This design comes from an exercise in tuning for small area, a short achievable clock period and few clock cycles per item on the open sky130 flow, not from production work.
Where RTL was checked, it was by simulation tests only, not by an equivalence proof against the original.
For run 2, only the layout was checked, not whether the RTL still works.
No activity file was given, so power comes from the tool's default toggle rates.

## flow/design.v (module list and top-level ports; edited modules follow where they fit)
// module ysyx_041461_CSA: 10 lines
// module ysyx_041461_PGn: 11 lines
// module ysyx_041461_PGp: 11 lines
// module ysyx_041461_HA: 9 lines
// module ysyx_041461_MUL: 1802 lines
module ysyx_041461_MUL(
    input  wire   [0:0]  clk             ,
    input  wire   [0:0]  rst             ,
    input  wire   [0:0]  MUL_valid_in    ,
    input  wire   [1:0]  MUL_signed      ,
    input  wire   [63:0] MUL_multiplicand,
    input  wire   [63:0] MUL_multiplier  ,
    output wire   [0:0]  MUL_valid_out   ,
    output wire   [63:0] MUL_result_hi   ,
    output wire   [63:0] MUL_result_lo
);
  // ...
==> flow/run.sh <==
#!/bin/bash
# synth_recipe.tcl (not shown) runs the flow's synth.tcl, then flattens the netlist and writes it again
# the make line also repeats each setting of config.mk as NAME=value (left out here)
make -C /OpenROAD-flow-scripts/flow DESIGN_CONFIG=/design/flow/config.mk WORK_HOME=/design/flow/orfs CLKGATE_MAP_FILE= SYNTH_SCRIPT=/design/flow/synth_recipe.tcl finish
==> flow/config.mk <==
export PLATFORM = sky130hd
export DESIGN_NAME = ysyx_041461_MUL
export DESIGN_NICKNAME = ysyx_041461_MUL
export VERILOG_FILES = /design/flow/design.v
export SDC_FILE = /design/flow/constraint.sdc
export NUM_CORES = 4
export LEC_CHECK = 0
export CAP_MARGIN = 20
export CELL_PAD_IN_SITES_DETAIL_PLACEMENT = 1
export CELL_PAD_IN_SITES_GLOBAL_PLACEMENT = 2
export CORE_MARGIN = 2
export CORE_UTILIZATION = 30
export CTS_CLUSTER_DIAMETER = 80
export CTS_CLUSTER_SIZE = 20
export SETUP_SLACK_MARGIN = 5
export SLEW_MARGIN = 20
export SYNTH_HIERARCHICAL = 1
==> flow/constraint.sdc <==
create_clock -name core_clock -period 8.0 [get_ports {clk}]
set_input_delay 1.6000 -clock core_clock [delete_from_list [all_inputs] [get_ports {clk}]]
set_output_delay 1.6000 -clock core_clock [all_outputs]
set_load 0.01 [all_outputs]
==> run summary, run 1 <==
footprint of the multi-input gates 15400 µm²; power in sequential cells 2.17 mW; overall track demand over capacity in global routing 19.9%; # fillers 8503; outcome complete, no violations; proportion of power drawn by flip-flops and latches 46.7%; fraction of layout cells with a size suffix above 1 14.2%; period utilisation layout 36.6%; horizontal extent of the die 284 µm; Clock group 1.72 mW; crit path cell chain buf_6, xnor2_1, fa_1, fa_1, fa_1; number of port buffers 261; combinational cell power 757 µW; clock insertion delay at the later pin of the skew report 0.63 ns; initial DRC count 877; GR Layer Usage met3 2.54%; met1 track utilization from global routing 26.6%; FF/Latch Area 7470 µm²; worst hold-check slack 0.337 ns; maximum capacitance violations 0; final std cell area, no fill 28200 µm²; least setup slack across all paths after layout 5.08 ns; kind of capture point of the worst setup path flip-flop; endpoint arrival time on the critical path 3.42 ns; Std-Cell Rows 102; wire length of the first global-routing pass 124 mm; min-delay src Q[32]$_DFF_P_; pin count of the biggest net entering global routing 85; setup fix buffers added after clock tree synthesis 5; final routed wirelength across all metal layers 81.9 mm; busiest grt layer met2; shortest clock period the worst path allows after layout 2.92 ns; proportion of power drawn by the clock network 37.0%; Gate power share 16.3%; warnings from Yosys 7
Testbench counts, summed over its fixed seeds: cycles 26,400, items 2,400.
==> inputs of run 2 (changes only) <==
--- a/flow/design.v
+++ b/flow/design.v
@@ -57,18 +57,21 @@
         idle <= 1'b1;
         ph   <= 10'b0;
     end else begin
         idle <= (idle & ~MUL_valid_in) | ph[10];
         ph   <= {ph[9:1], idle & MUL_valid_in};
     end
 end
 assign MUL_valid_out = ph[10];
-wire [0:0] first;
+wire [1:0] first;
 assign first[0] = ph[1];
+reg first_r1;
+always @(posedge clk) first_r1 <= idle & MUL_valid_in;
+assign first[1] = first_r1;
 wire m01_in = ~MUL_signed[1] & MUL_signed[0];
 reg [64:0] X;
 reg        m01_r, ext_r, b0_r;
 always @(posedge clk) begin
     X     <= {MUL_signed[1] & MUL_multiplicand[63], MUL_multiplicand};
     m01_r <= m01_in;
     b0_r  <= MUL_multiplier[0] & ~m01_in;
     ext_r <= MUL_signed[1] & MUL_signed[0] & MUL_multiplier[63];
@@ -441,86 +444,86 @@
 assign s_in[31] = S[39] & ~first[0];
 assign c_in[31] = first[0] ? b0row[29] : C[39];
 assign s_in[32] = S[40] & ~first[0];
 assign c_in[32] = first[0] ? b0row[30] : C[40];
 assign s_in[33] = S[41] & ~first[0];
 assign c_in[33] = first[0] ? b0row[31] : C[41];
 assign s_in[34] = S[42] & ~first[0];
 assign c_in[34] = first[0] ? b0row[32] : C[42];
-assign s_in[35] = S[43] & ~first[0];
-assign c_in[35] = first[0] ? b0row[33] : C[43];
-assign s_in[36] = S[44] & ~first[0];
-assign c_in[36] = first[0] ? b0row[34] : C[44];
-assign s_in[37] = S[45] & ~first[0];
-assign c_in[37] = first[0] ? b0row[35] : C[45];
-assign s_in[38] = S[46] & ~first[0];
-assign c_in[38] = first[0] ? b0row[36] : C[46];
-assign s_in[39] = S[47] & ~first[0];
-assign c_in[39] = first[0] ? b0row[37] : C[47];
-assign s_in[40] = S[48] & ~first[0];
-assign c_in[40] = first[0] ? b0row[38] : C[48];
-assign s_in[41] = S[49] & ~first[0];
-assign c_in[41] = first[0] ? b0row[39] : C[49];
-assign s_in[42] = S[50] & ~first[0];
-assign c_in[42] = first[0] ? b0row[40] : C[50];
-assign s_in[43] = S[51] & ~first[0];
-assign c_in[43] = first[0] ? b0row[41] : C[51];
-assign s_in[44] = S[52] & ~first[0];
-assign c_in[44] = first[0] ? b0row[42] : C[52];
-assign s_in[45] = S[53] & ~first[0];
-assign c_in[45] = first[0] ? b0row[43] : C[53];
-assign s_in[46] = S[54] & ~first[0];
-assign c_in[46] = first[0] ? b0row[44] : C[54];
-assign s_in[47] = S[55] & ~first[0];
-assign c_in[47] = first[0] ? b0row[45] : C[55];
-assign s_in[48] = S[56] & ~first[0];
-assign c_in[48] = first[0] ? b0row[46] : C[56];
-assign s_in[49] = S[57] & ~first[0];
-assign c_in[49] = first[0] ? b0row[47] : C[57];
-assign s_in[50] = S[58] & ~first[0];
-assign c_in[50] = first[0] ? b0row[48] : C[58];
-assign s_in[51] = S[59] & ~first[0];
-assign c_in[51] = first[0] ? b0row[49] : C[59];
-assign s_in[52] = S[60] & ~first[0];
-assign c_in[52] = first[0] ? b0row[50] : C[60];
-assign s_in[53] = S[61] & ~first[0];
-assign c_in[53] = first[0] ? b0row[51] : C[61];
-assign s_in[54] = S[62] & ~first[0];
-assign c_in[54] = first[0] ? b0row[52] : C[62];
-assign s_in[55] = S[63] & ~first[0];
-assign c_in[55] = first[0] ? b0row[53] : C[63];
-assign s_in[56] = S[64] & ~first[0];
-assign c_in[56] = first[0] ? b0row[54] : C[64];
-assign s_in[57] = S[65] & ~first[0];
-assign c_in[57] = first[0] ? b0row[55] : C[65];
-assign s_in[58] = S[66] & ~first[0];
-assign c_in[58] = first[0] ? b0row[56] : C[66];
-assign s_in[59] = S[67] & ~first[0];
-assign c_in[59] = first[0] ? b0row[57] : C[67];
-assign s_in[60] = S[68] & ~first[0];
-assign c_in[60] = first[0] ? b0row[58] : C[68];
-assign s_in[61] = S[69] & ~first[0];
-assign c_in[61] = first[0] ? b0row[59] : C[69];
-assign s_in[62] = S[70] & ~first[0];
-assign c_in[62] = first[0] ? b0row[60] : C[70];
-assign s_in[63] = S[71] & ~first[0];
-assign c_in[63] = first[0] ? b0row[61] : C[71];
-assign s_in[64] = S[72] & ~first[0];
-assign c_in[64] = first[0] ? b0row[62] : C[72];
-assign s_in[65] = first[0] ? ext_r : S[73];
-assign c_in[65] = first[0] ? b0row[63] : C[73];
-assign s_in[66] = S[74] & ~first[0];
-assign c_in[66] = first[0] ? b0row[64] : C[74];
-assign s_in[67] = S[75] & ~first[0];
-assign c_in[67] = first[0] ? b0row[65] : C[75];
-assign s_in[68] = 1'b0 & ~first[0];
-assign c_in[68] = first[0] ? b0row[66] : 1'b0;
-assign s_in[69] = 1'b0 & ~first[0];
-assign c_in[69] = first[0] ? 1'b0 : 1'b0;
+assign s_in[35] = S[43] & ~first[1];
+assign c_in[35] = first[1] ? b0row[33] : C[43];
+assign s_in[36] = S[44] & ~first[1];
+assign c_in[36] = first[1] ? b0row[34] : C[44];
+assign s_in[37] = S[45] & ~first[1];
+assign c_in[37] = first[1] ? b0row[35] : C[45];
+assign s_in[38] = S[46] & ~first[1];
+assign c_in[38] = first[1] ? b0row[36] : C[46];
+assign s_in[39] = S[47] & ~first[1];
+assign c_in[39] = first[1] ? b0row[37] : C[47];
+assign s_in[40] = S[48] & ~first[1];
+assign c_in[40] = first[1] ? b0row[38] : C[48];
+assign s_in[41] = S[49] & ~first[1];
+assign c_in[41] = first[1] ? b0row[39] : C[49];
+assign s_in[42] = S[50] & ~first[1];
+assign c_in[42] = first[1] ? b0row[40] : C[50];
+assign s_in[43] = S[51] & ~first[1];
+assign c_in[43] = first[1] ? b0row[41] : C[51];
+assign s_in[44] = S[52] & ~first[1];
+assign c_in[44] = first[1] ? b0row[42] : C[52];
+assign s_in[45] = S[53] & ~first[1];
+assign c_in[45] = first[1] ? b0row[43] : C[53];
+assign s_in[46] = S[54] & ~first[1];
+assign c_in[46] = first[1] ? b0row[44] : C[54];
+assign s_in[47] = S[55] & ~first[1];
+assign c_in[47] = first[1] ? b0row[45] : C[55];
+assign s_in[48] = S[56] & ~first[1];
+assign c_in[48] = first[1] ? b0row[46] : C[56];
+assign s_in[49] = S[57] & ~first[1];
+assign c_in[49] = first[1] ? b0row[47] : C[57];
+assign s_in[50] = S[58] & ~first[1];
+assign c_in[50] = first[1] ? b0row[48] : C[58];
+assign s_in[51] = S[59] & ~first[1];
+assign c_in[51] = first[1] ? b0row[49] : C[59];
+assign s_in[52] = S[60] & ~first[1];
+assign c_in[52] = first[1] ? b0row[50] : C[60];
+assign s_in[53] = S[61] & ~first[1];
+assign c_in[53] = first[1] ? b0row[51] : C[61];
+assign s_in[54] = S[62] & ~first[1];
+assign c_in[54] = first[1] ? b0row[52] : C[62];
+assign s_in[55] = S[63] & ~first[1];
+assign c_in[55] = first[1] ? b0row[53] : C[63];
+assign s_in[56] = S[64] & ~first[1];
+assign c_in[56] = first[1] ? b0row[54] : C[64];
+assign s_in[57] = S[65] & ~first[1];
+assign c_in[57] = first[1] ? b0row[55] : C[65];
+assign s_in[58] = S[66] & ~first[1];
+assign c_in[58] = first[1] ? b0row[56] : C[66];
+assign s_in[59] = S[67] & ~first[1];
+assign c_in[59] = first[1] ? b0row[57] : C[67];
+assign s_in[60] = S[68] & ~first[1];
+assign c_in[60] = first[1] ? b0row[58] : C[68];
+assign s_in[61] = S[69] & ~first[1];
+assign c_in[61] = first[1] ? b0row[59] : C[69];
+assign s_in[62] = S[70] & ~first[1];
+assign c_in[62] = first[1] ? b0row[60] : C[70];
+assign s_in[63] = S[71] & ~first[1];
+assign c_in[63] = first[1] ? b0row[61] : C[71];
+assign s_in[64] = S[72] & ~first[1];
+assign c_in[64] = first[1] ? b0row[62] : C[72];
+assign s_in[65] = first[1] ? ext_r : S[73];
+assign c_in[65] = first[1] ? b0row[63] : C[73];
+assign s_in[66] = S[74] & ~first[1];
+assign c_in[66] = first[1] ? b0row[64] : C[74];
+assign s_in[67] = S[75] & ~first[1];
+assign c_in[67] = first[1] ? b0row[65] : C[75];
+assign s_in[68] = 1'b0 & ~first[1];
+assign c_in[68] = first[1] ? b0row[66] : 1'b0;
+assign s_in[69] = 1'b0 & ~first[1];
+assign c_in[69] = first[1] ? 1'b0 : 1'b0;
 wire n3_in = n3 & ~first[0];
 wire [73:0] hp, hg;
 ysyx_041461_HA uh0 (.a(S[0]), .b(C[0]), .cout(hg[0]), .s(hp[0]));
 ysyx_041461_HA uh1 (.a(S[1]), .b(C[1]), .cout(hg[1]), .s(hp[1]));
 ysyx_041461_HA uh2 (.a(S[2]), .b(C[2]), .cout(hg[2]), .s(hp[2]));
 ysyx_041461_HA uh3 (.a(S[3]), .b(C[3]), .cout(hg[3]), .s(hp[3]));
 ysyx_041461_HA uh4 (.a(S[4]), .b(C[4]), .cout(hg[4]), .s(hp[4]));
 ysyx_041461_HA uh5 (.a(S[5]), .b(C[5]), .cout(hg[5]), .s(hp[5]));
--- a/flow/config.mk
+++ b/flow/config.mk
@@ -5,13 +5,13 @@
 export SDC_FILE = /design/flow/constraint.sdc
 export NUM_CORES = 4
 export LEC_CHECK = 0
 export CAP_MARGIN = 20
 export CELL_PAD_IN_SITES_DETAIL_PLACEMENT = 1
 export CELL_PAD_IN_SITES_GLOBAL_PLACEMENT = 2
 export CORE_MARGIN = 2
 export CORE_UTILIZATION = 30
-export CTS_CLUSTER_DIAMETER = 80
-export CTS_CLUSTER_SIZE = 20
+export CTS_CLUSTER_DIAMETER = 100
+export CTS_CLUSTER_SIZE = 25
 export SETUP_SLACK_MARGIN = 5
 export SLEW_MARGIN = 20
 export SYNTH_HIERARCHICAL = 1
==> run summary, run 2 <==
final weighted congestion in routability-driven placement 0.811 (was 0.805); GR Overflow Total 0 (unchanged); most used cell along the critical path fa_1 (unchanged); number of remaining DRC errors 0 (unchanged); vias post-DR 17100 (was 16700); reg2reg end C[65]$_DFF_P_ (was C[18]$_DFF_P_); root cell of the clock tree clkbuf_16 (unchanged); core area 78700 µm² (was 77600 µm²); vias in the first global route 19200 (was 19100); proportion of power drawn by the clock network 34.7% (was 37.0%); pin count of the biggest net entering global routing 84 (was 85); kind of capture point of the worst setup path flip-flop (unchanged); warnings from Yosys 7 (unchanged); Fmax achieved 0.331 GHz (was 0.342 GHz); final max-slew violation count 0 (unchanged); hold bufs inserted after CTS 0 (unchanged); internal power contribution 3.08 mW (was 3.26 mW); crit path cell chain buf_8, xnor2_1, fa_1, fa_1, fa_1 (was buf_6, xnor2_1, fa_1, fa_1, fa_1); Die ar. 81400 µm² (was 80800 µm²); CP Data Required Time 8.49 ns (was 8.50 ns); kind of cell adding the most delay to the critical path adder cells (unchanged); startpoint of the most critical register-to-register path sel_neg0[2]$_DFF_P_ (was sel_neg0[3]$_DFF_P_); min-delay src Q[30]$_DFF_P_ (was Q[32]$_DFF_P_); worst path bufs/invs 1 (unchanged); max incr delay on CP 0.64 ns (about the same); CTS buffer count 28 (was 31); height of the die 285 µm (was 284 µm); biggest regs C (75), S (75), hi (66) (unchanged); Starting Density 30.2% (was 30.4%); proportion of power drawn by flip-flops and latches 48.3% (was 46.7%); TritonCTS Sinks 370 (was 369); depth of the worst register-to-register path 5 (unchanged); wire length of the first global-routing pass 125 mm (was 124 mm); switching share of power 31.4% (was 29.8%); PD cells 158 nW/µm² (was 165 nW/µm²); routed via count divided by cell count 5.02 (about the same); growth of design area from synthesis to finish 19.3% (was 19.7%); worst-case clock skew 0.0304 ns (was 0.0242 ns); number of stages on the worst hold path 0 (unchanged); Gate power share 17.0% (was 16.3%); # fillers 8623 (was 8503); peak supply drop 0.149 mV (was 0.163 mV); RSZ-0062 raised after global routing yes (was no); maximum clock insertion buffer count 3 (unchanged); number of port buffers 261 (unchanged); total number of H-tree levels 1 (unchanged); most common library cell in the layout ignoring fill and taps dfxtp_1 (unchanged); Std-Cell Rows 103 (was 102); Antenna Nets Post-Route 0 (unchanged); Worst slew margin 31.9% (was 38.1%); detailed-placement wirelength estimate 59.4 mm (was 59.9 mm); Post-Syn Area per Cell 10.9 µm² (was 11.1 µm²); wire per inst 24.3 µm (was 24.6 µm); top fanout value on the critical path 38 (was 32); Endpoint, Worst Hold Q[22]$_DFF_P_ (was Q[24]$_DFF_P_); Final Net Count 2813 (was 2742); transition time at the pin with the least slew margin 1.02 ns (was 0.927 ns); critical path class flip-flop to flip-flop (unchanged); post-layout total power 4.48 mW (was 4.65 mW); leak pwr 11.0 nW (was 10.8 nW); startpoint kind of the worst setup timing path flip-flop (unchanged); clock insertion delay at the later pin of the skew report 0.62 ns (was 0.63 ns); top library cells by usage in the layout, fill and taps aside dfxtp_1, xnor2_1, a22oi_1 (unchanged); period utilisation layout 37.8% (was 36.6%); fraction of layout cells with a size suffix above 1 14.1% (was 14.2%); Post-Synthesis Cell Area 23800 µm² (was 23600 µm²); total setup violations reported at the end of the flow 0 (unchanged); number of detailed-routing iterations run before antenna repair 6 (was 5); hold violation total from the final report 0 (unchanged); horizontal extent of the die 285 µm (was 284 µm); maximum capacitance violations 0 (unchanged); clock transition at the registers of the reported paths 0.10 ns (was 0.09 ns); CTS tree built (unchanged); shortest clock period the worst path allows after layout 3.02 ns (was 2.92 ns); flop2flop setup slack 4.98 ns (was 5.08 ns); number of antenna violations at the first check in global routing 1 (was 3); path category of the worst min-delay check flip-flop to flip-flop (unchanged); Total Negative Setup Slacks 0 ns (unchanged); initial DRC count 1040 (was 877); outcome complete, no violations (unchanged); critical-path cell with the highest stage delay dfxtp_4 (unchanged); number of top-level pins 262 (unchanged); gate count after technology mapping 2187 (was 2121); endpoint arrival time on the critical path 3.51 ns (was 3.42 ns); overall track demand over capacity in global routing 19.9% (about the same); net switching power 1.41 mW (was 1.38 mW); final routed wirelength across all metal layers 82.9 mm (was 81.9 mm)
-- run 2: changes by cell type in the layout (fill, tap and decap cells not counted), moves of 3 or more --
cell,before,now
a22o_1,63,31
inv_1,23,55
nand2_1,91,123
o21ai_1,0,21
o21ai_0,5,16
buf_4,6,13
bufinv_16,4,0
buf_12,7,10
inv_12,0,3
-- run 2: how the worst max path moves through the flow --
| stage | start | endpoint | cells after the start |
|---|---|---|---|
| finish | sel_neg0[2]$_DFF_P_ | C[65]$_DFF_P_ | 5 |
| global route | sel_neg0[2]$_DFF_P_ | C[65]$_DFF_P_ | 5 |
| CTS | sel_neg0[2]$_DFF_P_ | C[65]$_DFF_P_ | 5 |
| detailed placement | sel_neg0[2]$_DFF_P_ | C[65]$_DFF_P_ | 5 |
| global placement | sel_neg0[1]$_DFF_P_ | C[65]$_DFF_P_ | 5 |
| floorplan | ph[1]$_DFF_PP0_ | C[9]$_DFF_P_ | 10 |
-- run 2: per-layer routing --
metal  GRT usage, %  vias up  part of all wire, %  wire length [µm]
met3           2.25       92                  4.4              3620
li1               -     7712                    -                 -
met4           3.60        0                  1.6              1290
met2           33.8      387                   49             40400
met5              0        -                    0                 0
met1           27.5     8908                   45             37500
-- run 2: repair_timing --
action                     4_1_cts  5_1_grt
setup endpoints to repair      264       76
buffers inserted                 6       15
resized for setup              153       17
gates cloned                     0        1
-- run 2: area by class of cell --
class / count / area [µm²] / share of cell area, %
multi-input combinational: 1581 / 15400 / 54.2
sequential: 370 / 7500 / 26.5
timing repair buffer: 297 / 2960 / 10.5
tap: 1050 / 1310 / 4.64
clock buffer: 31 / 733 / 2.59
clock inverter: 20 / 235 / 0.830
inverter: 56 / 213 / 0.751
antenna: 3 / 7.51 / 0.0265
-- run 2: stage by stage --
step	instances	instance area [µm²]	util (%)	setup WS (ns)	hold slack [ns]
2_1_floorplan	2191	23800	-	5.04	0.329
5_1_grt	3406	28300	36.0	4.95	0.359
3_3_place_gp	3332	27100	34.4	4.56	0.334
6_report	3408	28300	36.0	4.98	0.348
4_1_cts	3389	28100	35.7	4.95	0.352
3_5_place_dp	3332	27100	34.4	4.54	0.335
-- run 2: power by group through the flow --
stage	clock network, mW	logic [mW]	registers (mW)
after detailed placement	0	0.841	2.21
after global placement	0	0.834	2.21
final	1.56	0.762	2.16
after floorplan	0	0.384	2.18
after global routing	1.69	0.832	2.19
after CTS	1.62	0.776	2.17
